This design comes from an exercise in tuning for small area, a short achievable clock period and few clock cycles on the open sky130 flow, not from production work. In this exercise RTL edits were held to simulation tests only and were not proved equivalent to the original.

===== design/flow/config.mk =====
export PLATFORM = sky130hd
export DESIGN_NAME = subterranean_lwc
export DESIGN_NICKNAME = subterranean_lwc
export VERILOG_FILES = /design/flow/design.v
export SDC_FILE = /design/flow/constraint.sdc
export NUM_CORES = 4
export LEC_CHECK = 0
export ABC_CLOCK_PERIOD_IN_PS = 2000
export CAP_MARGIN = 20
export CORE_MARGIN = 2
export CORE_UTILIZATION = 40
export CTS_CLUSTER_DIAMETER = 100
export CTS_CLUSTER_SIZE = 24
export SETUP_SLACK_MARGIN = 2.8
export SLEW_MARGIN = 20
export TNS_END_PERCENT = 5

===== design/flow/constraint.sdc =====
create_clock -name core_clock -period 5.0 [get_ports {clk}]
set_input_delay 1.0000 -clock core_clock [delete_from_list [all_inputs] [get_ports {clk}]]
set_output_delay 1.0000 -clock core_clock [all_outputs]
set_load 0.01 [all_outputs]

===== design/flow/design.v =====
`default_nettype    none
module subterranean_round
(
    input wire [256:0] a,
    input wire [32:0] din,
    output wire [256:0] o,
    output wire [31:0] dout
);
wire [256:0] a_after_chi_iota;
wire [256:0] a_after_theta;
assign a_after_chi_iota[0]     = ~(a[0]   ^   ((~a[1])     & a[2]));
assign a_after_chi_iota[254:1] = a[254:1] ^   ((~a[255:2]) & a[256:3]);
assign a_after_chi_iota[255]   = a[255]   ^   ((~a[256])   & a[0]);
assign a_after_chi_iota[256]   = a[256]   ^   ((~a[0])     & a[1]);
assign a_after_theta[12]  = a_after_chi_iota[12]  ^ a_after_chi_iota[15]  ^ a_after_chi_iota[20]  ^ din[0];
assign a_after_theta[56]  = a_after_chi_iota[56]  ^ a_after_chi_iota[59]  ^ a_after_chi_iota[64]  ^ din[1];
assign a_after_theta[90]  = a_after_chi_iota[90]  ^ a_after_chi_iota[93]  ^ a_after_chi_iota[98]  ^ din[2];
assign a_after_theta[163] = a_after_chi_iota[163] ^ a_after_chi_iota[166] ^ a_after_chi_iota[171] ^ din[3];
assign a_after_theta[161] = a_after_chi_iota[161] ^ a_after_chi_iota[164] ^ a_after_chi_iota[169] ^ din[4];
assign a_after_theta[66]  = a_after_chi_iota[66]  ^ a_after_chi_iota[69]  ^ a_after_chi_iota[74]  ^ din[5];
assign a_after_theta[51]  = a_after_chi_iota[51]  ^ a_after_chi_iota[54]  ^ a_after_chi_iota[59]  ^ din[6];
assign a_after_theta[238] = a_after_chi_iota[238] ^ a_after_chi_iota[241] ^ a_after_chi_iota[246] ^ din[7];
assign a_after_theta[254] = a_after_chi_iota[254] ^ a_after_chi_iota[0]   ^ a_after_chi_iota[5]   ^ din[8];
assign a_after_theta[243] = a_after_chi_iota[243] ^ a_after_chi_iota[246] ^ a_after_chi_iota[251] ^ din[9];
assign a_after_theta[106] = a_after_chi_iota[106] ^ a_after_chi_iota[109] ^ a_after_chi_iota[114] ^ din[10];
assign a_after_theta[152] = a_after_chi_iota[152] ^ a_after_chi_iota[155] ^ a_after_chi_iota[160] ^ din[11];
assign a_after_theta[24]  = a_after_chi_iota[24]  ^ a_after_chi_iota[27]  ^ a_after_chi_iota[32]  ^ din[12];
assign a_after_theta[112] = a_after_chi_iota[112] ^ a_after_chi_iota[115] ^ a_after_chi_iota[120] ^ din[13];
assign a_after_theta[180] = a_after_chi_iota[180] ^ a_after_chi_iota[183] ^ a_after_chi_iota[188] ^ din[14];
assign a_after_theta[69]  = a_after_chi_iota[69]  ^ a_after_chi_iota[72]  ^ a_after_chi_iota[77]  ^ din[15];
assign a_after_theta[65]  = a_after_chi_iota[65]  ^ a_after_chi_iota[68]  ^ a_after_chi_iota[73]  ^ din[16];
assign a_after_theta[132] = a_after_chi_iota[132] ^ a_after_chi_iota[135] ^ a_after_chi_iota[140] ^ din[17];
assign a_after_theta[102] = a_after_chi_iota[102] ^ a_after_chi_iota[105] ^ a_after_chi_iota[110] ^ din[18];
assign a_after_theta[219] = a_after_chi_iota[219] ^ a_after_chi_iota[222] ^ a_after_chi_iota[227] ^ din[19];
assign a_after_theta[251] = a_after_chi_iota[251] ^ a_after_chi_iota[254] ^ a_after_chi_iota[2]   ^ din[20];
assign a_after_theta[229] = a_after_chi_iota[229] ^ a_after_chi_iota[232] ^ a_after_chi_iota[237] ^ din[21];
assign a_after_theta[212] = a_after_chi_iota[212] ^ a_after_chi_iota[215] ^ a_after_chi_iota[220] ^ din[22];
assign a_after_theta[47]  = a_after_chi_iota[47]  ^ a_after_chi_iota[50]  ^ a_after_chi_iota[55]  ^ din[23];
assign a_after_theta[48]  = a_after_chi_iota[48]  ^ a_after_chi_iota[51]  ^ a_after_chi_iota[56]  ^ din[24];
assign a_after_theta[224] = a_after_chi_iota[224] ^ a_after_chi_iota[227] ^ a_after_chi_iota[232] ^ din[25];
assign a_after_theta[103] = a_after_chi_iota[103] ^ a_after_chi_iota[106] ^ a_after_chi_iota[111] ^ din[26];
assign a_after_theta[138] = a_after_chi_iota[138] ^ a_after_chi_iota[141] ^ a_after_chi_iota[146] ^ din[27];
assign a_after_theta[130] = a_after_chi_iota[130] ^ a_after_chi_iota[133] ^ a_after_chi_iota[138] ^ din[28];
assign a_after_theta[7]   = a_after_chi_iota[7]   ^ a_after_chi_iota[10]  ^ a_after_chi_iota[15]  ^ din[29];
assign a_after_theta[204] = a_after_chi_iota[204] ^ a_after_chi_iota[207] ^ a_after_chi_iota[212] ^ din[30];
assign a_after_theta[181] = a_after_chi_iota[181] ^ a_after_chi_iota[184] ^ a_after_chi_iota[189] ^ din[31];
assign a_after_theta[245] = a_after_chi_iota[245] ^ a_after_chi_iota[248] ^ a_after_chi_iota[253] ^ din[32];
assign a_after_theta[0] = a_after_chi_iota[0] ^ a_after_chi_iota[3] ^ a_after_chi_iota[8];
assign a_after_theta[36] = a_after_chi_iota[36] ^ a_after_chi_iota[39] ^ a_after_chi_iota[44];
assign a_after_theta[60] = a_after_chi_iota[60] ^ a_after_chi_iota[63] ^ a_after_chi_iota[68];
assign a_after_theta[72] = a_after_chi_iota[72] ^ a_after_chi_iota[75] ^ a_after_chi_iota[80];
assign a_after_theta[84] = a_after_chi_iota[84] ^ a_after_chi_iota[87] ^ a_after_chi_iota[92];
assign a_after_theta[96] = a_after_chi_iota[96] ^ a_after_chi_iota[99] ^ a_after_chi_iota[104];
assign a_after_theta[108] = a_after_chi_iota[108] ^ a_after_chi_iota[111] ^ a_after_chi_iota[116];
assign a_after_theta[120] = a_after_chi_iota[120] ^ a_after_chi_iota[123] ^ a_after_chi_iota[128];
assign a_after_theta[144] = a_after_chi_iota[144] ^ a_after_chi_iota[147] ^ a_after_chi_iota[152];
assign a_after_theta[156] = a_after_chi_iota[156] ^ a_after_chi_iota[159] ^ a_after_chi_iota[164];
assign a_after_theta[168] = a_after_chi_iota[168] ^ a_after_chi_iota[171] ^ a_after_chi_iota[176];
assign a_after_theta[192] = a_after_chi_iota[192] ^ a_after_chi_iota[195] ^ a_after_chi_iota[200];
assign a_after_theta[216] = a_after_chi_iota[216] ^ a_after_chi_iota[219] ^ a_after_chi_iota[224];
assign a_after_theta[228] = a_after_chi_iota[228] ^ a_after_chi_iota[231] ^ a_after_chi_iota[236];
assign a_after_theta[240] = a_after_chi_iota[240] ^ a_after_chi_iota[243] ^ a_after_chi_iota[248];
assign a_after_theta[252] = a_after_chi_iota[252] ^ a_after_chi_iota[255] ^ a_after_chi_iota[3];
assign a_after_theta[19] = a_after_chi_iota[19] ^ a_after_chi_iota[22] ^ a_after_chi_iota[27];
assign a_after_theta[31] = a_after_chi_iota[31] ^ a_after_chi_iota[34] ^ a_after_chi_iota[39];
assign a_after_theta[43] = a_after_chi_iota[43] ^ a_after_chi_iota[46] ^ a_after_chi_iota[51];
assign a_after_theta[55] = a_after_chi_iota[55] ^ a_after_chi_iota[58] ^ a_after_chi_iota[63];
assign a_after_theta[67] = a_after_chi_iota[67] ^ a_after_chi_iota[70] ^ a_after_chi_iota[75];
assign a_after_theta[79] = a_after_chi_iota[79] ^ a_after_chi_iota[82] ^ a_after_chi_iota[87];
assign a_after_theta[91] = a_after_chi_iota[91] ^ a_after_chi_iota[94] ^ a_after_chi_iota[99];
assign a_after_theta[115] = a_after_chi_iota[115] ^ a_after_chi_iota[118] ^ a_after_chi_iota[123];
assign a_after_theta[127] = a_after_chi_iota[127] ^ a_after_chi_iota[130] ^ a_after_chi_iota[135];
assign a_after_theta[139] = a_after_chi_iota[139] ^ a_after_chi_iota[142] ^ a_after_chi_iota[147];
assign a_after_theta[151] = a_after_chi_iota[151] ^ a_after_chi_iota[154] ^ a_after_chi_iota[159];
assign a_after_theta[175] = a_after_chi_iota[175] ^ a_after_chi_iota[178] ^ a_after_chi_iota[183];
assign a_after_theta[187] = a_after_chi_iota[187] ^ a_after_chi_iota[190] ^ a_after_chi_iota[195];
assign a_after_theta[199] = a_after_chi_iota[199] ^ a_after_chi_iota[202] ^ a_after_chi_iota[207];
assign a_after_theta[211] = a_after_chi_iota[211] ^ a_after_chi_iota[214] ^ a_after_chi_iota[219];
assign a_after_theta[223] = a_after_chi_iota[223] ^ a_after_chi_iota[226] ^ a_after_chi_iota[231];
assign a_after_theta[235] = a_after_chi_iota[235] ^ a_after_chi_iota[238] ^ a_after_chi_iota[243];
assign a_after_theta[247] = a_after_chi_iota[247] ^ a_after_chi_iota[250] ^ a_after_chi_iota[255];
assign a_after_theta[2] = a_after_chi_iota[2] ^ a_after_chi_iota[5] ^ a_after_chi_iota[10];
assign a_after_theta[14] = a_after_chi_iota[14] ^ a_after_chi_iota[17] ^ a_after_chi_iota[22];
assign a_after_theta[26] = a_after_chi_iota[26] ^ a_after_chi_iota[29] ^ a_after_chi_iota[34];
assign a_after_theta[38] = a_after_chi_iota[38] ^ a_after_chi_iota[41] ^ a_after_chi_iota[46];
assign a_after_theta[50] = a_after_chi_iota[50] ^ a_after_chi_iota[53] ^ a_after_chi_iota[58];
assign a_after_theta[62] = a_after_chi_iota[62] ^ a_after_chi_iota[65] ^ a_after_chi_iota[70];
assign a_after_theta[74] = a_after_chi_iota[74] ^ a_after_chi_iota[77] ^ a_after_chi_iota[82];
assign a_after_theta[86] = a_after_chi_iota[86] ^ a_after_chi_iota[89] ^ a_after_chi_iota[94];
assign a_after_theta[98] = a_after_chi_iota[98] ^ a_after_chi_iota[101] ^ a_after_chi_iota[106];
assign a_after_theta[110] = a_after_chi_iota[110] ^ a_after_chi_iota[113] ^ a_after_chi_iota[118];
assign a_after_theta[122] = a_after_chi_iota[122] ^ a_after_chi_iota[125] ^ a_after_chi_iota[130];
assign a_after_theta[134] = a_after_chi_iota[134] ^ a_after_chi_iota[137] ^ a_after_chi_iota[142];
assign a_after_theta[146] = a_after_chi_iota[146] ^ a_after_chi_iota[149] ^ a_after_chi_iota[154];
assign a_after_theta[158] = a_after_chi_iota[158] ^ a_after_chi_iota[161] ^ a_after_chi_iota[166];
assign a_after_theta[170] = a_after_chi_iota[170] ^ a_after_chi_iota[173] ^ a_after_chi_iota[178];
assign a_after_theta[182] = a_after_chi_iota[182] ^ a_after_chi_iota[185] ^ a_after_chi_iota[190];
assign a_after_theta[194] = a_after_chi_iota[194] ^ a_after_chi_iota[197] ^ a_after_chi_iota[202];
assign a_after_theta[206] = a_after_chi_iota[206] ^ a_after_chi_iota[209] ^ a_after_chi_iota[214];
assign a_after_theta[218] = a_after_chi_iota[218] ^ a_after_chi_iota[221] ^ a_after_chi_iota[226];
assign a_after_theta[230] = a_after_chi_iota[230] ^ a_after_chi_iota[233] ^ a_after_chi_iota[238];
assign a_after_theta[242] = a_after_chi_iota[242] ^ a_after_chi_iota[245] ^ a_after_chi_iota[250];
assign a_after_theta[9] = a_after_chi_iota[9] ^ a_after_chi_iota[12] ^ a_after_chi_iota[17];
assign a_after_theta[21] = a_after_chi_iota[21] ^ a_after_chi_iota[24] ^ a_after_chi_iota[29];
assign a_after_theta[33] = a_after_chi_iota[33] ^ a_after_chi_iota[36] ^ a_after_chi_iota[41];
assign a_after_theta[45] = a_after_chi_iota[45] ^ a_after_chi_iota[48] ^ a_after_chi_iota[53];
assign a_after_theta[57] = a_after_chi_iota[57] ^ a_after_chi_iota[60] ^ a_after_chi_iota[65];
assign a_after_theta[81] = a_after_chi_iota[81] ^ a_after_chi_iota[84] ^ a_after_chi_iota[89];
assign a_after_theta[93] = a_after_chi_iota[93] ^ a_after_chi_iota[96] ^ a_after_chi_iota[101];
assign a_after_theta[105] = a_after_chi_iota[105] ^ a_after_chi_iota[108] ^ a_after_chi_iota[113];
assign a_after_theta[117] = a_after_chi_iota[117] ^ a_after_chi_iota[120] ^ a_after_chi_iota[125];
assign a_after_theta[129] = a_after_chi_iota[129] ^ a_after_chi_iota[132] ^ a_after_chi_iota[137];
assign a_after_theta[141] = a_after_chi_iota[141] ^ a_after_chi_iota[144] ^ a_after_chi_iota[149];
assign a_after_theta[153] = a_after_chi_iota[153] ^ a_after_chi_iota[156] ^ a_after_chi_iota[161];
assign a_after_theta[165] = a_after_chi_iota[165] ^ a_after_chi_iota[168] ^ a_after_chi_iota[173];
assign a_after_theta[177] = a_after_chi_iota[177] ^ a_after_chi_iota[180] ^ a_after_chi_iota[185];
assign a_after_theta[189] = a_after_chi_iota[189] ^ a_after_chi_iota[192] ^ a_after_chi_iota[197];
assign a_after_theta[201] = a_after_chi_iota[201] ^ a_after_chi_iota[204] ^ a_after_chi_iota[209];
assign a_after_theta[213] = a_after_chi_iota[213] ^ a_after_chi_iota[216] ^ a_after_chi_iota[221];
assign a_after_theta[225] = a_after_chi_iota[225] ^ a_after_chi_iota[228] ^ a_after_chi_iota[233];
assign a_after_theta[237] = a_after_chi_iota[237] ^ a_after_chi_iota[240] ^ a_after_chi_iota[245];
assign a_after_theta[249] = a_after_chi_iota[249] ^ a_after_chi_iota[252] ^ a_after_chi_iota[0];
assign a_after_theta[4] = a_after_chi_iota[4] ^ a_after_chi_iota[7] ^ a_after_chi_iota[12];
assign a_after_theta[16] = a_after_chi_iota[16] ^ a_after_chi_iota[19] ^ a_after_chi_iota[24];
assign a_after_theta[28] = a_after_chi_iota[28] ^ a_after_chi_iota[31] ^ a_after_chi_iota[36];
assign a_after_theta[40] = a_after_chi_iota[40] ^ a_after_chi_iota[43] ^ a_after_chi_iota[48];
assign a_after_theta[52] = a_after_chi_iota[52] ^ a_after_chi_iota[55] ^ a_after_chi_iota[60];
assign a_after_theta[64] = a_after_chi_iota[64] ^ a_after_chi_iota[67] ^ a_after_chi_iota[72];
assign a_after_theta[76] = a_after_chi_iota[76] ^ a_after_chi_iota[79] ^ a_after_chi_iota[84];
assign a_after_theta[88] = a_after_chi_iota[88] ^ a_after_chi_iota[91] ^ a_after_chi_iota[96];
assign a_after_theta[100] = a_after_chi_iota[100] ^ a_after_chi_iota[103] ^ a_after_chi_iota[108];
assign a_after_theta[124] = a_after_chi_iota[124] ^ a_after_chi_iota[127] ^ a_after_chi_iota[132];
assign a_after_theta[136] = a_after_chi_iota[136] ^ a_after_chi_iota[139] ^ a_after_chi_iota[144];
assign a_after_theta[148] = a_after_chi_iota[148] ^ a_after_chi_iota[151] ^ a_after_chi_iota[156];
assign a_after_theta[160] = a_after_chi_iota[160] ^ a_after_chi_iota[163] ^ a_after_chi_iota[168];
assign a_after_theta[172] = a_after_chi_iota[172] ^ a_after_chi_iota[175] ^ a_after_chi_iota[180];
assign a_after_theta[184] = a_after_chi_iota[184] ^ a_after_chi_iota[187] ^ a_after_chi_iota[192];
assign a_after_theta[196] = a_after_chi_iota[196] ^ a_after_chi_iota[199] ^ a_after_chi_iota[204];
assign a_after_theta[208] = a_after_chi_iota[208] ^ a_after_chi_iota[211] ^ a_after_chi_iota[216];
assign a_after_theta[220] = a_after_chi_iota[220] ^ a_after_chi_iota[223] ^ a_after_chi_iota[228];
assign a_after_theta[232] = a_after_chi_iota[232] ^ a_after_chi_iota[235] ^ a_after_chi_iota[240];
assign a_after_theta[244] = a_after_chi_iota[244] ^ a_after_chi_iota[247] ^ a_after_chi_iota[252];
assign a_after_theta[256] = a_after_chi_iota[256] ^ a_after_chi_iota[2] ^ a_after_chi_iota[7];
assign a_after_theta[11] = a_after_chi_iota[11] ^ a_after_chi_iota[14] ^ a_after_chi_iota[19];
assign a_after_theta[23] = a_after_chi_iota[23] ^ a_after_chi_iota[26] ^ a_after_chi_iota[31];
assign a_after_theta[35] = a_after_chi_iota[35] ^ a_after_chi_iota[38] ^ a_after_chi_iota[43];
assign a_after_theta[59] = a_after_chi_iota[59] ^ a_after_chi_iota[62] ^ a_after_chi_iota[67];
assign a_after_theta[71] = a_after_chi_iota[71] ^ a_after_chi_iota[74] ^ a_after_chi_iota[79];
assign a_after_theta[83] = a_after_chi_iota[83] ^ a_after_chi_iota[86] ^ a_after_chi_iota[91];
assign a_after_theta[95] = a_after_chi_iota[95] ^ a_after_chi_iota[98] ^ a_after_chi_iota[103];
assign a_after_theta[107] = a_after_chi_iota[107] ^ a_after_chi_iota[110] ^ a_after_chi_iota[115];
assign a_after_theta[119] = a_after_chi_iota[119] ^ a_after_chi_iota[122] ^ a_after_chi_iota[127];
assign a_after_theta[131] = a_after_chi_iota[131] ^ a_after_chi_iota[134] ^ a_after_chi_iota[139];
assign a_after_theta[143] = a_after_chi_iota[143] ^ a_after_chi_iota[146] ^ a_after_chi_iota[151];
assign a_after_theta[155] = a_after_chi_iota[155] ^ a_after_chi_iota[158] ^ a_after_chi_iota[163];
assign a_after_theta[167] = a_after_chi_iota[167] ^ a_after_chi_iota[170] ^ a_after_chi_iota[175];
assign a_after_theta[179] = a_after_chi_iota[179] ^ a_after_chi_iota[182] ^ a_after_chi_iota[187];
assign a_after_theta[191] = a_after_chi_iota[191] ^ a_after_chi_iota[194] ^ a_after_chi_iota[199];
assign a_after_theta[203] = a_after_chi_iota[203] ^ a_after_chi_iota[206] ^ a_after_chi_iota[211];
assign a_after_theta[215] = a_after_chi_iota[215] ^ a_after_chi_iota[218] ^ a_after_chi_iota[223];
assign a_after_theta[227] = a_after_chi_iota[227] ^ a_after_chi_iota[230] ^ a_after_chi_iota[235];
assign a_after_theta[239] = a_after_chi_iota[239] ^ a_after_chi_iota[242] ^ a_after_chi_iota[247];
assign a_after_theta[6] = a_after_chi_iota[6] ^ a_after_chi_iota[9] ^ a_after_chi_iota[14];
assign a_after_theta[18] = a_after_chi_iota[18] ^ a_after_chi_iota[21] ^ a_after_chi_iota[26];
assign a_after_theta[30] = a_after_chi_iota[30] ^ a_after_chi_iota[33] ^ a_after_chi_iota[38];
assign a_after_theta[42] = a_after_chi_iota[42] ^ a_after_chi_iota[45] ^ a_after_chi_iota[50];
assign a_after_theta[54] = a_after_chi_iota[54] ^ a_after_chi_iota[57] ^ a_after_chi_iota[62];
assign a_after_theta[78] = a_after_chi_iota[78] ^ a_after_chi_iota[81] ^ a_after_chi_iota[86];
assign a_after_theta[114] = a_after_chi_iota[114] ^ a_after_chi_iota[117] ^ a_after_chi_iota[122];
assign a_after_theta[126] = a_after_chi_iota[126] ^ a_after_chi_iota[129] ^ a_after_chi_iota[134];
assign a_after_theta[150] = a_after_chi_iota[150] ^ a_after_chi_iota[153] ^ a_after_chi_iota[158];
assign a_after_theta[162] = a_after_chi_iota[162] ^ a_after_chi_iota[165] ^ a_after_chi_iota[170];
assign a_after_theta[174] = a_after_chi_iota[174] ^ a_after_chi_iota[177] ^ a_after_chi_iota[182];
assign a_after_theta[186] = a_after_chi_iota[186] ^ a_after_chi_iota[189] ^ a_after_chi_iota[194];
assign a_after_theta[198] = a_after_chi_iota[198] ^ a_after_chi_iota[201] ^ a_after_chi_iota[206];
assign a_after_theta[210] = a_after_chi_iota[210] ^ a_after_chi_iota[213] ^ a_after_chi_iota[218];
assign a_after_theta[222] = a_after_chi_iota[222] ^ a_after_chi_iota[225] ^ a_after_chi_iota[230];
assign a_after_theta[234] = a_after_chi_iota[234] ^ a_after_chi_iota[237] ^ a_after_chi_iota[242];
assign a_after_theta[246] = a_after_chi_iota[246] ^ a_after_chi_iota[249] ^ a_after_chi_iota[254];
assign a_after_theta[1] = a_after_chi_iota[1] ^ a_after_chi_iota[4] ^ a_after_chi_iota[9];
assign a_after_theta[13] = a_after_chi_iota[13] ^ a_after_chi_iota[16] ^ a_after_chi_iota[21];
assign a_after_theta[25] = a_after_chi_iota[25] ^ a_after_chi_iota[28] ^ a_after_chi_iota[33];
assign a_after_theta[37] = a_after_chi_iota[37] ^ a_after_chi_iota[40] ^ a_after_chi_iota[45];
assign a_after_theta[49] = a_after_chi_iota[49] ^ a_after_chi_iota[52] ^ a_after_chi_iota[57];
assign a_after_theta[61] = a_after_chi_iota[61] ^ a_after_chi_iota[64] ^ a_after_chi_iota[69];
assign a_after_theta[73] = a_after_chi_iota[73] ^ a_after_chi_iota[76] ^ a_after_chi_iota[81];
assign a_after_theta[85] = a_after_chi_iota[85] ^ a_after_chi_iota[88] ^ a_after_chi_iota[93];
assign a_after_theta[97] = a_after_chi_iota[97] ^ a_after_chi_iota[100] ^ a_after_chi_iota[105];
assign a_after_theta[109] = a_after_chi_iota[109] ^ a_after_chi_iota[112] ^ a_after_chi_iota[117];
assign a_after_theta[121] = a_after_chi_iota[121] ^ a_after_chi_iota[124] ^ a_after_chi_iota[129];
assign a_after_theta[133] = a_after_chi_iota[133] ^ a_after_chi_iota[136] ^ a_after_chi_iota[141];
assign a_after_theta[145] = a_after_chi_iota[145] ^ a_after_chi_iota[148] ^ a_after_chi_iota[153];
assign a_after_theta[157] = a_after_chi_iota[157] ^ a_after_chi_iota[160] ^ a_after_chi_iota[165];
assign a_after_theta[169] = a_after_chi_iota[169] ^ a_after_chi_iota[172] ^ a_after_chi_iota[177];
assign a_after_theta[193] = a_after_chi_iota[193] ^ a_after_chi_iota[196] ^ a_after_chi_iota[201];
assign a_after_theta[205] = a_after_chi_iota[205] ^ a_after_chi_iota[208] ^ a_after_chi_iota[213];
assign a_after_theta[217] = a_after_chi_iota[217] ^ a_after_chi_iota[220] ^ a_after_chi_iota[225];
assign a_after_theta[241] = a_after_chi_iota[241] ^ a_after_chi_iota[244] ^ a_after_chi_iota[249];
assign a_after_theta[253] = a_after_chi_iota[253] ^ a_after_chi_iota[256] ^ a_after_chi_iota[4];
assign a_after_theta[8] = a_after_chi_iota[8] ^ a_after_chi_iota[11] ^ a_after_chi_iota[16];
assign a_after_theta[20] = a_after_chi_iota[20] ^ a_after_chi_iota[23] ^ a_after_chi_iota[28];
assign a_after_theta[32] = a_after_chi_iota[32] ^ a_after_chi_iota[35] ^ a_after_chi_iota[40];
assign a_after_theta[44] = a_after_chi_iota[44] ^ a_after_chi_iota[47] ^ a_after_chi_iota[52];
assign a_after_theta[68] = a_after_chi_iota[68] ^ a_after_chi_iota[71] ^ a_after_chi_iota[76];
assign a_after_theta[80] = a_after_chi_iota[80] ^ a_after_chi_iota[83] ^ a_after_chi_iota[88];
assign a_after_theta[92] = a_after_chi_iota[92] ^ a_after_chi_iota[95] ^ a_after_chi_iota[100];
assign a_after_theta[104] = a_after_chi_iota[104] ^ a_after_chi_iota[107] ^ a_after_chi_iota[112];
assign a_after_theta[116] = a_after_chi_iota[116] ^ a_after_chi_iota[119] ^ a_after_chi_iota[124];
assign a_after_theta[128] = a_after_chi_iota[128] ^ a_after_chi_iota[131] ^ a_after_chi_iota[136];
assign a_after_theta[140] = a_after_chi_iota[140] ^ a_after_chi_iota[143] ^ a_after_chi_iota[148];
assign a_after_theta[164] = a_after_chi_iota[164] ^ a_after_chi_iota[167] ^ a_after_chi_iota[172];
assign a_after_theta[176] = a_after_chi_iota[176] ^ a_after_chi_iota[179] ^ a_after_chi_iota[184];
assign a_after_theta[188] = a_after_chi_iota[188] ^ a_after_chi_iota[191] ^ a_after_chi_iota[196];
assign a_after_theta[200] = a_after_chi_iota[200] ^ a_after_chi_iota[203] ^ a_after_chi_iota[208];
assign a_after_theta[236] = a_after_chi_iota[236] ^ a_after_chi_iota[239] ^ a_after_chi_iota[244];
assign a_after_theta[248] = a_after_chi_iota[248] ^ a_after_chi_iota[251] ^ a_after_chi_iota[256];
assign a_after_theta[3] = a_after_chi_iota[3] ^ a_after_chi_iota[6] ^ a_after_chi_iota[11];
assign a_after_theta[15] = a_after_chi_iota[15] ^ a_after_chi_iota[18] ^ a_after_chi_iota[23];
assign a_after_theta[27] = a_after_chi_iota[27] ^ a_after_chi_iota[30] ^ a_after_chi_iota[35];
assign a_after_theta[39] = a_after_chi_iota[39] ^ a_after_chi_iota[42] ^ a_after_chi_iota[47];
assign a_after_theta[63] = a_after_chi_iota[63] ^ a_after_chi_iota[66] ^ a_after_chi_iota[71];
assign a_after_theta[75] = a_after_chi_iota[75] ^ a_after_chi_iota[78] ^ a_after_chi_iota[83];
assign a_after_theta[87] = a_after_chi_iota[87] ^ a_after_chi_iota[90] ^ a_after_chi_iota[95];
assign a_after_theta[99] = a_after_chi_iota[99] ^ a_after_chi_iota[102] ^ a_after_chi_iota[107];
assign a_after_theta[111] = a_after_chi_iota[111] ^ a_after_chi_iota[114] ^ a_after_chi_iota[119];
assign a_after_theta[123] = a_after_chi_iota[123] ^ a_after_chi_iota[126] ^ a_after_chi_iota[131];
assign a_after_theta[135] = a_after_chi_iota[135] ^ a_after_chi_iota[138] ^ a_after_chi_iota[143];
assign a_after_theta[147] = a_after_chi_iota[147] ^ a_after_chi_iota[150] ^ a_after_chi_iota[155];
assign a_after_theta[159] = a_after_chi_iota[159] ^ a_after_chi_iota[162] ^ a_after_chi_iota[167];
assign a_after_theta[171] = a_after_chi_iota[171] ^ a_after_chi_iota[174] ^ a_after_chi_iota[179];
assign a_after_theta[183] = a_after_chi_iota[183] ^ a_after_chi_iota[186] ^ a_after_chi_iota[191];
assign a_after_theta[195] = a_after_chi_iota[195] ^ a_after_chi_iota[198] ^ a_after_chi_iota[203];
assign a_after_theta[207] = a_after_chi_iota[207] ^ a_after_chi_iota[210] ^ a_after_chi_iota[215];
assign a_after_theta[231] = a_after_chi_iota[231] ^ a_after_chi_iota[234] ^ a_after_chi_iota[239];
assign a_after_theta[255] = a_after_chi_iota[255] ^ a_after_chi_iota[1] ^ a_after_chi_iota[6];
assign a_after_theta[10] = a_after_chi_iota[10] ^ a_after_chi_iota[13] ^ a_after_chi_iota[18];
assign a_after_theta[22] = a_after_chi_iota[22] ^ a_after_chi_iota[25] ^ a_after_chi_iota[30];
assign a_after_theta[34] = a_after_chi_iota[34] ^ a_after_chi_iota[37] ^ a_after_chi_iota[42];
assign a_after_theta[46] = a_after_chi_iota[46] ^ a_after_chi_iota[49] ^ a_after_chi_iota[54];
assign a_after_theta[58] = a_after_chi_iota[58] ^ a_after_chi_iota[61] ^ a_after_chi_iota[66];
assign a_after_theta[70] = a_after_chi_iota[70] ^ a_after_chi_iota[73] ^ a_after_chi_iota[78];
assign a_after_theta[82] = a_after_chi_iota[82] ^ a_after_chi_iota[85] ^ a_after_chi_iota[90];
assign a_after_theta[94] = a_after_chi_iota[94] ^ a_after_chi_iota[97] ^ a_after_chi_iota[102];
assign a_after_theta[118] = a_after_chi_iota[118] ^ a_after_chi_iota[121] ^ a_after_chi_iota[126];
assign a_after_theta[142] = a_after_chi_iota[142] ^ a_after_chi_iota[145] ^ a_after_chi_iota[150];
assign a_after_theta[154] = a_after_chi_iota[154] ^ a_after_chi_iota[157] ^ a_after_chi_iota[162];
assign a_after_theta[166] = a_after_chi_iota[166] ^ a_after_chi_iota[169] ^ a_after_chi_iota[174];
assign a_after_theta[178] = a_after_chi_iota[178] ^ a_after_chi_iota[181] ^ a_after_chi_iota[186];
assign a_after_theta[190] = a_after_chi_iota[190] ^ a_after_chi_iota[193] ^ a_after_chi_iota[198];
assign a_after_theta[202] = a_after_chi_iota[202] ^ a_after_chi_iota[205] ^ a_after_chi_iota[210];
assign a_after_theta[214] = a_after_chi_iota[214] ^ a_after_chi_iota[217] ^ a_after_chi_iota[222];
assign a_after_theta[226] = a_after_chi_iota[226] ^ a_after_chi_iota[229] ^ a_after_chi_iota[234];
assign a_after_theta[250] = a_after_chi_iota[250] ^ a_after_chi_iota[253] ^ a_after_chi_iota[1];
assign a_after_theta[5] = a_after_chi_iota[5] ^ a_after_chi_iota[8] ^ a_after_chi_iota[13];
assign a_after_theta[17] = a_after_chi_iota[17] ^ a_after_chi_iota[20] ^ a_after_chi_iota[25];
assign a_after_theta[29] = a_after_chi_iota[29] ^ a_after_chi_iota[32] ^ a_after_chi_iota[37];
assign a_after_theta[41] = a_after_chi_iota[41] ^ a_after_chi_iota[44] ^ a_after_chi_iota[49];
assign a_after_theta[53] = a_after_chi_iota[53] ^ a_after_chi_iota[56] ^ a_after_chi_iota[61];
assign a_after_theta[77] = a_after_chi_iota[77] ^ a_after_chi_iota[80] ^ a_after_chi_iota[85];
assign a_after_theta[89] = a_after_chi_iota[89] ^ a_after_chi_iota[92] ^ a_after_chi_iota[97];
assign a_after_theta[101] = a_after_chi_iota[101] ^ a_after_chi_iota[104] ^ a_after_chi_iota[109];
assign a_after_theta[113] = a_after_chi_iota[113] ^ a_after_chi_iota[116] ^ a_after_chi_iota[121];
assign a_after_theta[125] = a_after_chi_iota[125] ^ a_after_chi_iota[128] ^ a_after_chi_iota[133];
assign a_after_theta[137] = a_after_chi_iota[137] ^ a_after_chi_iota[140] ^ a_after_chi_iota[145];
assign a_after_theta[149] = a_after_chi_iota[149] ^ a_after_chi_iota[152] ^ a_after_chi_iota[157];
assign a_after_theta[173] = a_after_chi_iota[173] ^ a_after_chi_iota[176] ^ a_after_chi_iota[181];
assign a_after_theta[185] = a_after_chi_iota[185] ^ a_after_chi_iota[188] ^ a_after_chi_iota[193];
assign a_after_theta[197] = a_after_chi_iota[197] ^ a_after_chi_iota[200] ^ a_after_chi_iota[205];
assign a_after_theta[209] = a_after_chi_iota[209] ^ a_after_chi_iota[212] ^ a_after_chi_iota[217];
assign a_after_theta[221] = a_after_chi_iota[221] ^ a_after_chi_iota[224] ^ a_after_chi_iota[229];
assign a_after_theta[233] = a_after_chi_iota[233] ^ a_after_chi_iota[236] ^ a_after_chi_iota[241];
generate
    genvar gen_j;
    for (gen_j = 0; gen_j < 257; gen_j = gen_j + 1) begin: pi_step
        assign o[gen_j] = a_after_theta[(12*gen_j) % 257];
    end
endgenerate
assign dout[0]  = a[1]   ^ a[256];
assign dout[1]  = a[176] ^ a[81];
assign dout[2]  = a[136] ^ a[121];
assign dout[3]  = a[35]  ^ a[222];
assign dout[4]  = a[249] ^ a[8];
assign dout[5]  = a[134] ^ a[123];
assign dout[6]  = a[197] ^ a[60];
assign dout[7]  = a[234] ^ a[23];
assign dout[8]  = a[64]  ^ a[193];
assign dout[9]  = a[213] ^ a[44];
assign dout[10] = a[223] ^ a[34];
assign dout[11] = a[184] ^ a[73];
assign dout[12] = a[2]   ^ a[255];
assign dout[13] = a[95]  ^ a[162];
assign dout[14] = a[15]  ^ a[242];
assign dout[15] = a[70]  ^ a[187];
assign dout[16] = a[241] ^ a[16];
assign dout[17] = a[11]  ^ a[246];
assign dout[18] = a[137] ^ a[120];
assign dout[19] = a[211] ^ a[46];
assign dout[20] = a[128] ^ a[129];
assign dout[21] = a[169] ^ a[88];
assign dout[22] = a[189] ^ a[68];
assign dout[23] = a[111] ^ a[146];
assign dout[24] = a[4]   ^ a[253];
assign dout[25] = a[190] ^ a[67];
assign dout[26] = a[30]  ^ a[227];
assign dout[27] = a[140] ^ a[117];
assign dout[28] = a[225] ^ a[32];
assign dout[29] = a[22]  ^ a[235];
assign dout[30] = a[17]  ^ a[240];
assign dout[31] = a[165] ^ a[92];
endmodule
`default_nettype    none
module subterranean_lwc
#(parameter ASYNC_RSTN = 0,
parameter G_PWIDTH = 32,
parameter G_SWIDTH = 32,
parameter G_SEGMENT_SIZE_BITS = 16,
parameter G_HASH_SIZE_WORDS = 8,
parameter G_TAG_SIZE_WORDS = 4
)
(
    input wire clk,
    input wire rst,
    input wire [(G_PWIDTH-1):0] pdi_data,
    input wire pdi_valid,
    output wire pdi_ready,
    input wire [(G_SWIDTH-1):0] sdi_data,
    input wire sdi_valid,
    output wire sdi_ready,
    output wire [(G_PWIDTH-1):0] do_data,
    output wire do_valid,
    input wire do_ready,
    output wire do_last
);
localparam P_IDLE = 4'd0,  P_NHDR = 4'd1,  P_NDAT = 4'd2,  P_AHDR = 4'd3,
           P_ADAT = 4'd4,  P_PHDR = 4'd5,  P_PDAT = 4'd6,  P_TAG  = 4'd7,
           P_THDR = 4'd8,  P_TDAT = 4'd9,  P_SQ   = 4'd10, P_STAT = 4'd11,
           P_HHDR = 4'd12, P_HDAT = 4'd13, P_INST = 4'd14;
function [31:0] bswap(input [31:0] x);
    bswap = {x[7:0], x[15:8], x[23:16], x[31:24]};
endfunction
reg [14:0] ph;          
reg [256:0] st;
reg [4:0] nr;           
reg nz;                 
reg [3:0] cnt;          
reg [15:0] len;         
reg lastw;              
reg [2:0] wsize;        
reg eot;
reg dec;
reg fail;
reg hlast;              
reg [3:0] bsel;         
reg [3:0] bsel_n;
reg [3:0] mb;           
reg [3:0] mp;           
reg ms;                 
reg dsel;               
reg kw;                 
reg [4:0] padv;         
reg [1:0] sph;          
reg [1:0] kcnt;
reg kact;               
reg hfirst;             
reg spend;              
reg hpend;              
reg pinst_v, pinst_h;   
reg pv, pc;             
reg [32:0] o0, o1;
reg v0, v1;
reg prdy, srdy;         
reg m_key;              
reg m_word;             
reg m_hash;             
reg m_sq;               
reg m_t;                
reg dfull;              
reg [14:0] ph_n;
reg [4:0] nr_n;
reg [3:0] cnt_n;
reg [15:0] len_n;
reg lastw_n;
reg [2:0] wsize_n;
reg eot_n, dec_n, fail_n, kact_n, hfirst_n, hlast_n, spend_n, hpend_n, pinst_v_n, pinst_h_n, nxt, nxh;
reg [1:0] sph_n, kcnt_n;
wire ptake = pdi_valid & prdy;
wire stake = sdi_valid & srdy;
wire qpush = (pdi_valid & pv) | pc;
wire [4:0] nr_dec = nz ? 5'd0 : (nr - 5'd1);
wire wr_ok = ~v1;
wire pop = v0 & do_ready;
wire [31:0] z;
wire [31:0] y;
wire hdr_le4 = (pdi_data[15:3] == 13'd0) && ((pdi_data[2] == 1'b0) || (pdi_data[1:0] == 2'b00));
wire [2:0] hdr_ws = hdr_le4 ? pdi_data[2:0] : 3'd4;
wire len_le8 = (len[15:4] == 12'd0) && ((len[3] == 1'b0) || (len[2:0] == 3'b000));
wire [2:0] len_ws = len_le8 ? (len[2:0] ^ 3'b100) : 3'd4;
always @(*) begin
    ph_n = ph;
    nr_n = nr_dec;
    hlast_n = hlast;
    cnt_n = cnt;
    len_n = len;
    lastw_n = lastw;
    wsize_n = wsize;
    eot_n = eot;
    dec_n = dec;
    fail_n = fail;
    kact_n = kact;
    hfirst_n = hfirst;
    spend_n = spend;
    hpend_n = hpend;
    pinst_v_n = pinst_v;
    pinst_h_n = pinst_h;
    bsel_n = bsel;
    sph_n = sph;
    kcnt_n = kcnt;
    if (stake) begin
        case (sph)
            2'd0 : sph_n = 2'd1;
            2'd1 : begin sph_n = 2'd2; kcnt_n = 2'd0; end
            default : begin
                kcnt_n = kcnt + 2'd1;
                if (kcnt == 2'd3) begin
                    sph_n = 2'd0;
                    kact_n = 1'b0;
                    nr_n = 5'd1;
                end
            end
        endcase
    end
        if (ph[P_IDLE] & ptake) begin
            hfirst_n = 1'b1;
            case (pdi_data[31:28])
                4'h7 : begin
                    kact_n = 1'b1;
                    begin ph_n[P_IDLE] = 1'b0; ph_n[P_INST] = 1'b1; end
                end
                4'h8 : begin ph_n[P_IDLE] = 1'b0; ph_n[P_HHDR] = 1'b1; end
                default : ;
            endcase
        end
        if (ph[P_INST] & ptake) begin
            dec_n = pdi_data[28];
            begin ph_n[P_INST] = 1'b0; ph_n[P_NHDR] = 1'b1; end
        end
        if (ph[P_NHDR] & ptake) begin
            cnt_n = 4'd4;
            begin ph_n[P_NHDR] = 1'b0; ph_n[P_NDAT] = 1'b1; end
        end
        if (ph[P_NDAT] & ptake) begin
            cnt_n = cnt - 4'd1;
            if (cnt == 4'd1) begin
                nr_n = 5'd9;
                begin ph_n[P_NDAT] = 1'b0; ph_n[P_AHDR] = 1'b1; end
            end
        end
        if (ph[P_AHDR] & ptake) begin
            len_n = pdi_data[15:0];
            lastw_n = hdr_le4;
            wsize_n = hdr_ws;
            eot_n = pdi_data[25];
            if (pdi_data[15:0] == 16'd0) begin
                nr_n = nz ? 5'd1 : nr;
                begin ph_n[P_AHDR] = 1'b0; ph_n[P_PHDR] = 1'b1; end
            end else
                begin ph_n[P_AHDR] = 1'b0; ph_n[P_ADAT] = 1'b1; end
        end
        if (ph[P_ADAT] & ptake) begin
            len_n = len - 16'd4;
                lastw_n = len_le8;
                wsize_n = len_ws;
            if (lastw) begin
                if (eot) begin
                    if (wsize == 3'd4) nr_n = 5'd1;
                    begin ph_n[P_ADAT] = 1'b0; ph_n[P_PHDR] = 1'b1; end
                end else
                    begin ph_n[P_ADAT] = 1'b0; ph_n[P_AHDR] = 1'b1; end
            end
        end
        if (ph[P_PHDR] & ptake) begin
            len_n = pdi_data[15:0];
            lastw_n = hdr_le4;
            wsize_n = hdr_ws;
            eot_n = pdi_data[25];
            if (pdi_data[15:0] == 16'd0) begin
                nr_n = nz ? 5'd9 : (nr + 5'd8);
                ph_n[P_PHDR] = 1'b0;
                if (dec) ph_n[P_THDR] = 1'b1; else ph_n[P_TAG] = 1'b1;
            end else
                begin ph_n[P_PHDR] = 1'b0; ph_n[P_PDAT] = 1'b1; end
        end
        if (ph[P_PDAT] & ptake) begin
            len_n = len - 16'd4;
                lastw_n = len_le8;
                wsize_n = len_ws;
            if (lastw) begin
                if (eot) begin
                    nr_n = (wsize == 3'd4) ? 5'd9 : 5'd8;
                    ph_n[P_PDAT] = 1'b0;
                    if (dec) ph_n[P_THDR] = 1'b1; else ph_n[P_TAG] = 1'b1;
                end else
                    begin ph_n[P_PDAT] = 1'b0; ph_n[P_PHDR] = 1'b1; end
            end
        end
        if (ph[P_TAG] & wr_ok) begin
            cnt_n = 4'd4;
            begin ph_n[P_TAG] = 1'b0; ph_n[P_SQ] = 1'b1; end
        end
        if (ph[P_THDR] & ptake) begin
            cnt_n = 4'd4;
            begin ph_n[P_THDR] = 1'b0; ph_n[P_TDAT] = 1'b1; end
        end
        if (ph[P_TDAT] & ptake) begin
            if ((bswap(pdi_data) != z) && (cnt != 4'd1)) fail_n = 1'b1;
            cnt_n = cnt - 4'd1;
            if (cnt == 4'd1) begin ph_n[P_TDAT] = 1'b0; ph_n[P_IDLE] = 1'b1; spend_n = 1'b1; end
        end
        nxt = pinst_v | ptake;
        nxh = pinst_v ? pinst_h : (pdi_data[31:28] == 4'h8);
        if (ph[P_SQ] & ptake) begin
            pinst_v_n = nxt;
            pinst_h_n = nxh;
        end
        if (ph[P_SQ] & m_sq) begin
            cnt_n = cnt - 4'd1;
            if (cnt == 4'd1) begin
                ph_n[P_SQ] = 1'b0;
                spend_n = 1'b1;
                pinst_v_n = 1'b0;
                if (nxt) begin
                    hfirst_n = 1'b1;
                    if (nxh) ph_n[P_HHDR] = 1'b1;
                    else begin ph_n[P_INST] = 1'b1; kact_n = 1'b1; end
                end else
                    ph_n[P_IDLE] = 1'b1;
            end
        end
        if (spend & wr_ok) begin
            spend_n = 1'b0;
            fail_n = 1'b0;
        end else if (hpend & wr_ok)
            hpend_n = 1'b0;
        if (ph[P_HHDR] & ptake) begin
            hfirst_n = 1'b0;
            if (hfirst) hpend_n = 1'b1;
            len_n = pdi_data[15:0];
            lastw_n = hdr_le4;
            wsize_n = hdr_ws;
            eot_n = pdi_data[25];
            bsel_n = 4'b0001;
            hlast_n = (pdi_data[15:0] == 16'd1);
            if (pdi_data[15:0] == 16'd0) begin
                nr_n = nz ? 5'd10 : (nr + 5'd9);
                cnt_n = 4'd8;
                begin ph_n[P_HHDR] = 1'b0; ph_n[P_SQ] = 1'b1; end
            end else
                begin ph_n[P_HHDR] = 1'b0; ph_n[P_HDAT] = 1'b1; end
        end
        if (ph[P_HDAT] & pdi_valid & m_hash) begin
            nr_n = 5'd1;
            bsel_n = {bsel[2:0], bsel[3]};
            hlast_n = (bsel[0] & (wsize == 3'd2)) | (bsel[1] & (wsize == 3'd3)) | (bsel[2] & (wsize == 3'd4));
            if (ptake) begin
                bsel_n = 4'b0001;
                hlast_n = (len == 16'd5);
                len_n = len - 16'd4;
                lastw_n = len_le8;
                wsize_n = len_ws;
                if (lastw) begin
                    if (eot) begin
                        nr_n = 5'd11;
                        cnt_n = 4'd8;
                        begin ph_n[P_HDAT] = 1'b0; ph_n[P_SQ] = 1'b1; end
                    end else
                        begin ph_n[P_HDAT] = 1'b0; ph_n[P_HHDR] = 1'b1; end
                end
            end
        end
end
wire hdr0 = (pdi_data[15:0] == 16'd0);
wire nz_n = (nr[4:1] == 4'd0)
          & ~(stake & (sph == 2'd2) & (kcnt == 2'd3))
          & ~(ptake & ((ph[P_NDAT] & (cnt == 4'd1))
                     | ((ph[P_AHDR] | ph[P_PHDR] | ph[P_HHDR]) & hdr0)
                     | (ph[P_ADAT] & lastw & eot & (wsize == 3'd4))
                     | (ph[P_PDAT] & lastw & eot)))
          & ~(ph[P_HDAT] & pdi_valid & m_hash);
reg [32:0] pw;
always @(*) begin
    pw = 33'd0;
    if (spend)
        pw = {1'b1, fail ? 4'hF : 4'hE, 28'd0};
    else if (hpend)
        pw = {1'b0, 4'h9, 4'h3, 8'h00, 16'd32};
    else if (ph[P_PHDR])
        pw = {1'b0, dec ? 4'h4 : 4'h5, 2'b00, pdi_data[25], dec & pdi_data[25], 8'h00, pdi_data[15:0]};
    else if (ph[P_PDAT])
        pw = {lastw & eot, bswap(y)};
    else if (ph[P_TAG])
        pw = {1'b0, 32'h83000010};
    else if (ph[P_SQ])
        pw = {cnt == 4'd1, bswap(z)};
end
reg v0_n, v1_n;
always @(*) begin
    v0_n = v0;
    v1_n = v1;
    if (v1) begin
        if (pop) v1_n = 1'b0;
    end else if (qpush) begin
        if (v0 & ~pop) v1_n = 1'b1;
        else v0_n = 1'b1;
    end else if (pop) begin
        v0_n = 1'b0;
    end
end
wire wr_ok_n = ~v1_n;
reg prdy_n, m_word_n, m_hash_n, m_sq_n;
always @(*) begin
    prdy_n = 1'b0;
    m_word_n = 1'b0;
    m_hash_n = 1'b0;
    m_sq_n = 1'b0;
    prdy_n = (ph_n[P_SQ] & ~pinst_v_n) | ph_n[P_IDLE] | ph_n[P_INST] | ph_n[P_NHDR] | ph_n[P_AHDR] | ph_n[P_THDR]
           | ph_n[P_HHDR] | (ph_n[P_PHDR] & wr_ok_n & ~spend_n & ~hpend_n)
           | (ph_n[P_NDAT] & ~kact_n & nz_n)
           | ((ph_n[P_ADAT] | ph_n[P_TDAT]) & nz_n)
           | (ph_n[P_PDAT] & nz_n & wr_ok_n)
           | (ph_n[P_HDAT] & nz_n & hlast_n);
    m_word_n = ((ph_n[P_NDAT] & ~kact_n) | ph_n[P_ADAT] | (ph_n[P_PDAT] & wr_ok_n)) & nz_n;
    m_hash_n = ph_n[P_HDAT] & nz_n;
    m_sq_n = ph_n[P_SQ] & nz_n & wr_ok_n & ~spend_n & ~hpend_n;
end
wire srdy_n = (sph_n != 2'd2) | (kact_n & nz_n);
wire pv_n = (ph_n[P_PHDR] & wr_ok_n & ~spend_n & ~hpend_n) | (ph_n[P_PDAT] & nz_n & wr_ok_n);
wire pc_n = m_sq_n | ((ph_n[P_TAG] | spend_n | hpend_n) & wr_ok_n);
wire m_key_n = (sph_n == 2'd2) & kact_n & nz_n;
wire m_t_n = ph_n[P_TDAT] & nz_n;
wire kabs_n = (sph_n == 2'd2) & kact_n;
wire dfull_n = kabs_n | ph_n[P_NDAT];
wire [2:0] dsize_n = dfull_n ? 3'd4 : wsize_n;
wire [3:0] mb_n = {dsize_n == 3'd4, dsize_n >= 3'd3, dsize_n >= 3'd2, dsize_n >= 3'd1};
wire [3:0] mp_n = kabs_n ? 4'b0000 : mb_n;
reg [4:0] padv_n;
always @(*) begin
    case (dsize_n)
        3'd0 : padv_n = 5'b00001;
        3'd1 : padv_n = 5'b00010;
        3'd2 : padv_n = 5'b00100;
        3'd3 : padv_n = 5'b01000;
        default : padv_n = 5'b10000;
    endcase
end
always @(posedge clk) begin
    if (rst) begin
        ph <= 15'd1 << P_IDLE;
        nr <= 5'd0;
        nz <= 1'b1;
        sph <= 2'd0;
        kact <= 1'b0;
        spend <= 1'b0;
        hpend <= 1'b0;
        pinst_v <= 1'b0;
        fail <= 1'b0;
        v0 <= 1'b0;
        v1 <= 1'b0;
        prdy <= 1'b0;
        srdy <= 1'b0;
        m_key <= 1'b0;
        m_word <= 1'b0;
        m_hash <= 1'b0;
        m_sq <= 1'b0;
        pv <= 1'b0;
        pc <= 1'b0;
        m_t <= 1'b0;
        dfull <= 1'b0;
    end else begin
        ph <= ph_n;
        nr <= nr_n;
        nz <= nz_n;
        sph <= sph_n;
        kact <= kact_n;
        spend <= spend_n;
        hpend <= hpend_n;
        pinst_v <= pinst_v_n;
        fail <= fail_n;
        v0 <= v0_n;
        v1 <= v1_n;
        prdy <= prdy_n;
        srdy <= srdy_n;
        m_key <= m_key_n;
        m_word <= m_word_n;
        m_hash <= m_hash_n;
        m_sq <= m_sq_n;
        pv <= pv_n;
        pc <= pc_n;
        m_t <= m_t_n;
        dfull <= dfull_n;
    end
end
always @(posedge clk) begin
    cnt <= cnt_n;
    len <= len_n;
    lastw <= lastw_n;
    wsize <= wsize_n;
    eot <= eot_n;
    dec <= dec_n;
    bsel <= bsel_n;
    mb <= mb_n;
    mp <= mp_n;
    ms <= kabs_n;
    dsel <= dec_n & ph_n[P_PDAT];
    kw <= m_key_n | m_word_n;
    padv <= padv_n;
    hlast <= hlast_n;
    kcnt <= kcnt_n;
    hfirst <= hfirst_n;
    pinst_h <= pinst_h_n;
end
always @(posedge clk) begin
    if (v1) begin
        if (pop) o0 <= o1;
    end else if (qpush) begin
        if (v0 & ~pop) o1 <= pw;
        else o0 <= pw;
    end
end
wire [256:0] st_next;
reg [32:0] din;
wire [31:0] mask = {{8{mb[3]}}, {8{mb[2]}}, {8{mb[1]}}, {8{mb[0]}}};
wire [31:0] x = (bswap(pdi_data) & {{8{mp[3]}}, {8{mp[2]}}, {8{mp[1]}}, {8{mp[0]}}})
              | (bswap(sdi_data) & {32{ms}});
assign y = (z ^ x) & mask;
wire [7:0] hbyte = (pdi_data[31:24] & {8{bsel[0]}}) | (pdi_data[23:16] & {8{bsel[1]}})
                 | (pdi_data[15:8] & {8{bsel[2]}}) | (pdi_data[7:0] & {8{bsel[3]}});
always @(*) begin
    din[31:0] = ((dsel ? y : x) & {32{kw}}) | {24'd0, hbyte & {8{m_hash}}};
    din[32] = kw & padv[4];
    din[0] = din[0] | (kw ? padv[0] : ~m_hash);
    din[8] = din[8] | (kw ? padv[1] : m_hash);
    din[16] = din[16] | (kw & padv[2]);
    din[24] = din[24] | (kw & padv[3]);
end
subterranean_round round (
    .a(st),
    .din(din),
    .o(st_next),
    .dout(z)
);
wire do_round = ~nz | (sdi_valid & m_key) | (pdi_valid & (m_word | m_hash | m_t)) | m_sq;
wire init = (ptake & ph[P_IDLE]) | (ph[P_SQ] & m_sq & (cnt == 4'd1) & (pinst_v | ptake));
always @(posedge clk) begin
    if (init)
        st <= 257'd0;
    else if (do_round)
        st <= st_next;
end
assign pdi_ready = prdy;
assign sdi_ready = srdy;
assign do_data = o0[31:0];
assign do_last = o0[32];
assign do_valid = v0;
endmodule

===== design/flow/flow/run.sh =====
#!/bin/bash
# The standard layout, except that the port buffers are plain buffers
# (buffer_ports otherwise picks a delay cell, clkdlybuf4s50_1, for them).
set -euo pipefail
export BUFFER_PORTS_ARGS="-buffer_cell sky130_fd_sc_hd__buf_4"
bash standard.sh finish > make_finish.log 2>&1

===== design/flow/standard.sh =====
#!/bin/bash
# synth_recipe.tcl (not shown) runs the flow's synth.tcl, then flattens the netlist and writes it again
# the make line also repeats each setting of config.mk as NAME=value (left out here)
make -C /OpenROAD-flow-scripts/flow DESIGN_CONFIG=/design/flow/config.mk WORK_HOME=/design/flow/orfs CLKGATE_MAP_FILE= SYNTH_SCRIPT=/design/flow/synth_recipe.tcl "${@:-finish}"

==> results.toml, run 1 <==
[final_layout]
areaGrowthSynthToFinish_pct = 10.4
n_antenna_cell = 0
nNetsFinal = 3226
instances_no_fill = 4039
drive_gt1_frac = 0.0925
fin_util = 0.447

[global_routing]
antenna_found_initial = 1
grt_pass1_wl_mm = 136
grt_overflow_total = 0
grt_max_degree = 191
grtUsageTotal = 0.257
first_global_vias = 20740

[run_status]
outcome = "no timing/DRC/antenna violations"

[logic_synthesis]
synth_fa_ha_area_frac = 0.00413
synth_compound_area_frac = 0.158
synth_xor_area_frac = 0.284
netlist_area_mm2 = 0.0273
synth_largest_area_cell = "xnor2_1"
synth-edff-count = 76
avgSynthCellArea_um2 = 8.68
synth.distinct_cells = 86
yosys-top-cells-count = "835 x xnor2_1, 378 x nor2_1, 336 x dfxtp_1, 270 x nor2b_1, 239 x a211oi_1"
postSynthCellCount = 3141
synth.area.mux_share = 0.0145
synth_flop_cell = "dfxtp_1"
yosysMostFrequentCell = "xnor2_1"
synthSimpleGateAreaFrac = 0.176
ys_ff_latch = 412
yosys_warnings = 1
ys_seq_area_frac = 0.331
synth_top_family_by_area = "XOR/XNOR gates"
async_reset_ff_frac = 0
syn_nets = 3219
synth_top_area_frac = 0.268
synth_area_leaders = "xnor2_1 27%, dfxtp_1 25%, edfxtp_1 8.4%"

[timing]
worst_pin_slew_ps = 979
fmax_mhz = 390
clock-skew-final_ps = 40.9
setup_viol = 0
rsz0062_at_grt = "yes"
finalSetupTns_ps = 0
relSlewSlack = 0.346
hold_violations = 0
fin_ws_ps = 2430
min_period_ps = 2570
finalCritPeriodShare = 0.513
report.final.slew_viol_count = 0

[setup_path]
start_kind = "input pin"
r2r-end = "fail"
reg2regPathDepth = 7
critPathKind = "input pin to register"
critPathCaptureType = "register"
rr_startpoint = "st[95]"
cp.arrival_ps = 3060
cp_max_fo = 4
required_ps = 5500
ff2ff_setup_slack_ps = 2490

[route]
drt_iter0_markers = 2468
wire_per_inst_um = 23.2
ant_nets = 0
viasPerCell = 5.56
totalWireLength_mm = 93.8
dr.pass1.iters = 5
vias = 22454
drc = 0

[floorplan]
io_pins = 105
die_h_um = 265
start_util = 0.405
die_area_mm2 = 0.0702
floorplan.rows = 95
core_area_mm2 = 0.0673
die_w_um = 265

[place]
place_inst = 3968
gp_congestion = 0.954
place_ws_ps = 1370
portBuffers = 104
hpwl_mm = 71.9

[clock_tree]
cts_tree = "built"
htree_levels = 1
cts.sinks = 412
clockBufferDepth = 3
clock_latency_ps = 610
path_clk_slew_ps = 100
cts_root_buffer = "clkbuf_16"
cts_buffers = 25

[worst_hold_path]
hold_path_depth = 2
hold_class = "register to register"
min_from = "fail"
hold_end = "fail"

[job]
drv_cap = 0
[cells in the final DEF, fill, tap and decap left out, types with 53 or more instances in the layout]
cell type and instances:
nor2b_1 270, nand2_1 122, o21ai_0 62, nor2_1 377, a21oi_1 93, buf_4 128, a211oi_1 237, edfxtp_1 76
xnor2_1 834, dfxtp_1 328, a22oi_1 57, o22ai_1 53
[routing by layer]
metal	routed length, um	global-route usage	up-vias
li1	-	-	10753
met1	41800	0.365	10621
met2	40500	0.396	949
met3	8480	0.0447	131
met4	3030	0.0759	0
met5	0	0	-
[registers in the layout (all words and copies together) (netlist names), 2 cells and up]
name	count
mb	4
mp	4
bsel	4
o1	33
kcnt	2
wsize	3
nr	5
len	16
ph	14
padv	5
st	257
o0	33
sph	2
cnt	4
[how the worst max path moves through the flow]
stage                     slack, ps       to   startpoint
after floorplan                1970    mp[3]  pdi_data[9]
after global placement         1430    mb[0]    pdi_valid
after detailed placement       1370    mb[0]    pdi_valid
after CTS                      2450  st[197]       st[60]
after global routing           2370    mp[3]  pdi_data[6]
final                          2430    mp[3]  pdi_data[6]
[critical path: stages]
cell      delay, ps
buf_12          100
or4_4           540
nor4_4          280
buf_4           180
a21oi_2          60
o311a_1         300
or2_4           260
clkinv_4         70
nand3_4          70
and4_1          200
[cells by family after synthesis]
group,count (synthesis)
adders and majority gates,9
buffers and inverters,203
xor gates and xnor gates,884
DFF,412
AOI/OAI and AO/OA,632
and+or+nand+nor,964
muxes,37
[area by class of cell]
type | instances | area [um^2]
clock buffers | 30 | 654
fillers | 6671 | 37200
well taps | 873 | 1090
multi-input cells | 2527 | 17700
inverters | 36 | 144
clock inverters | 15 | 161
flip-flops and latches | 412 | 9020
repair buffers | 146 | 1280
[stage by stage]
stage | instance area (um^2) | hold slack [ps]
global route | 30100 | 521
floorplan | 27300 | 441
CTS | 29900 | 495
detailed placement | 28600 | 481
global placement | 28600 | 476
finish | 30100 | 494
[repair_timing]
| action | CTS | global route |
|---|---|---|
| endpoints found under the setup margin | 416 | 397 |
| hold buffers | 0 | 0 |
| buffers inserted | 19 | 4 |
| gates cloned | 1 | 2 |
| gates resized for setup | 60 | 31 |
| pin swaps | 23 | 3 |
Testbench counts, summed over its fixed seeds: cycles 13,182.
==> inputs of run 2 (changes only) <==
--- a/design/flow/config.mk
+++ b/design/flow/config.mk
@@ -5,6 +5,7 @@
 export SDC_FILE = /design/flow/constraint.sdc
 export NUM_CORES = 4
 export LEC_CHECK = 0
+export ABC_AREA = 1
 export ABC_CLOCK_PERIOD_IN_PS = 2000
 export CAP_MARGIN = 20
 export CORE_MARGIN = 2
==> run 2 against run 1 <==
Against the previous run: still clean on timing, DRC and antenna; wire length rose by 16%; synthesized area rose by 6.5%; critical path depth fell by 3; utilization rose by 0.21 points; synthesized cell count rose by 32%; setup slack improved by 160 ps; die area rose by 6.4%.
==> results.toml, run 2 <==
[final_layout]
top_register = "st"
areaGrowthSynthToFinish_pct = 10.8
drive_gt1_frac = 0.0742
reg_top3 = "st (257), o0 (33), o1 (33)"
mostFrequentLayoutCell = "nand2_1"
nNetsFinal = 4294
layout_common_cells = "822 x nand2_1, 727 x inv_1, 512 x xor2_1"
largest_register_ffs = 257
final_cell_area_mm2 = 0.0322
n_antenna_cell = 0

[clock_tree]
cts_buffers = 25
cts_root_buffer = "clkbuf_16"
htree_levels = 1
cts.sinks = 412
path_clk_slew_ps = 100
clock_latency_ps = 630
clockBufferDepth = 3
cts_tree = "built"

[floorplan]
die_h_um = 273
start_util = 0.405
die_area_mm2 = 0.0747
io_pins = 105
floorplan.rows = 98
die_w_um = 273
core_area_mm2 = 0.0716

[setup_path]
path_buf_inv = 3
critical-path-top-delay-family = "buffers and inverters"
crit_path_cell_trace = "buf_4 > inv_1 > nand2_1 > nand3_1 > and2_1 > o21ai_1 > inv_1"
critPathCaptureType = "register"
required_ps = 5540
start_kind = "register"
cpMaxStageDelayCell = "inv_1"
cp_max_fo = 51
critPathKind = "register to register"
path_common_cell = "inv_1"
cp_slowest_stage_delay_ps = 480
cp.arrival_ps = 2940

[logic_synthesis]
netlist_area_mm2 = 0.0290
synth.distinct_cells = 52
ys_ff_latch = 412
yosysMostFrequentCell = "nand2_1"
synth_flop_cell = "dfxtp_1"
synth-edff-count = 76
async_reset_ff_frac = 0
avgSynthCellArea_um2 = 6.98
syn_nets = 4239
yosys_warnings = 1
yosys-top-cells-count = "826 x nand2_1, 740 x inv_1, 516 x xor2_1, 338 x a21oi_1, 336 x dfxtp_1"
postSynthCellCount = 4161
synth_largest_area_cell = "dfxtp_1"
ys_seq_area_frac = 0.310
synth_top_area_frac = 0.232
synth_area_leaders = "dfxtp_1 23%, xor2_1 16%, nand2_1 11%"

[timing]
relSlewSlack = 0.442
fin_hold_ws_ps = 467
min_period_ps = 2400
report.final.slew_viol_count = 0
finalCritPeriodShare = 0.481
hold_violations = 0
fmax_mhz = 416
setup_viol = 0
finalSetupTns_ps = 0
worst_pin_slew_ps = 832
clock-skew-final_ps = 49.6
rsz0062_at_grt = "yes"

[route]
drc = 0
drt_iter0_markers = 3223
viasPerCell = 5.15
totalWireLength_mm = 109
vias = 26695
wire_per_inst_um = 21.0
dr.pass1.iters = 6
ant_nets = 0

[global_routing]
grtUsageTotal = 0.279
first_global_vias = 24156
antenna_found_initial = 6
grt_max_degree = 153
grt_pass1_wl_mm = 157
grt_overflow_total = 0

[place]
dpl_cell_area_mm2 = 0.0306
gp_congestion = 1.00
hpwl_mm = 84.5
portBuffers = 104

[run_status]
outcome = "no timing/DRC/antenna violations"

[worst_hold_path]
hold_class = "register to register"

[job]
drv_cap = 0
==> run 2: cell count changes in the layout (fill, tap and decap cells not counted), moves of 178 or more <==
| cell | delta |
|---|---|
| nor2_1 | -178 |
| a21oi_1 | +242 |
| nand2_1 | +700 |
| xnor2_1 | -554 |
| nor2b_1 | -270 |
| inv_1 | +697 |
| xor2_1 | +465 |
| a211oi_1 | -236 |
==> run 2: per-stage QoR <==
step	setup slack, ps	util	std cells
3_3_place_gp	1790	0.427	5102
5_1_grt	2600	0.449	5183
2_1_floorplan	2690	-	4161
4_1_cts	2690	0.442	5155
3_5_place_dp	1730	0.427	5102
6_report	2600	0.449	5183
==> run 2: path summary, 6_finish.rpt <==
path | from | endpoint | slack (ps) | cells past startpoint
setup reg to reg | dsel | st[70] | 2600 | 7
hold / removal | fail | fail | 470 | 2
setup / recovery | dsel | st[70] | 2600 | 7
hold reg to reg | fail | fail | 470 | 2
==> run 2: repair_timing <==
action | CTS | global route
hold buffers | 0 | 0
gates resized for setup | 26 | 56
endpoints found under the setup margin | 336 | 259
setup buffers | 7 | 25
cloned | 2 | 3
pin swaps | 3 | 6
==> run 2: area by class of cell <==
| type | instances | area [um^2] |
|---|---|---|
| Sequential cell | 412 | 9020 |
| Fill cell | 7473 | 39400 |
| Clock buffer | 31 | 658 |
| Clock inverter | 13 | 206 |
| Timing Repair Buffer | 161 | 1380 |
| Timing Repair inverter | 2 | 16.3 |
| Multi-Input combinational cell | 2859 | 16800 |
| Tap cell | 950 | 1190 |
| Inverter | 755 | 2910 |
==> run 2: routing by layer <==
layer	global-route usage	share of wire	up-vias	routed length [um]
li1	-	-	12989	-
met1	0.383	0.43	12379	46900
met2	0.438	0.44	1129	47800
met3	0.0441	0.086	190	9380
met4	0.104	0.042	8	4550
met5	0	0.00052	-	57
==> run 2: kinds of logic (layout without fill, tap and decap cells) <==
family	count (synthesis)	count (layout)	share of synthesized area
simple gates	1263	1264	0.180
compound gates	783	783	0.142
xor+xnor	803	803	0.242
fa+ha+maj	9	9	0.00388
buf+inv	891	962	0.121
flops	412	412	0.310
==> run 2: worst register-to-register path, delay by kind of cell, from the launching register on <==
family,cells,cell delay (ps)
AOI/OAI and AO/OA,1,120
buffers and inverters,3,1030
DFF,1,330
and+or+nand+nor,3,860

==> what the ideal ports hide <==
No port has a modelled driver above. Below, the same layouts with a new extraction and two added sets of constraints.
Step 1: set_driving_cell puts a clkbuf_16 on clk and a buf_2 on each other input, an assumption about the parent block.
Step 2 moves the port delays by t, midway between the first and last clock arrival at a register: inputs arrive t later, outputs are due t later. That takes back most of the time a late clock gives input paths.
Three values: ideal, step 1, step 2; two values: the first two.
run | t (ns) | slack for setup (ns) | slew at the worst register clock pin (ns)
run 1 | 0.657 | 2.434 / 2.442 / 1.785 | 0.10 / 0.10
run 2 | 0.676 | 2.595 / 2.595 / 1.966 | 0.11 / 0.11
After both steps every run listed still meets setup and hold. The setup slack of run 1, which loses most, moves by +0.008 ns with the drivers and by -0.649 ns with both steps.
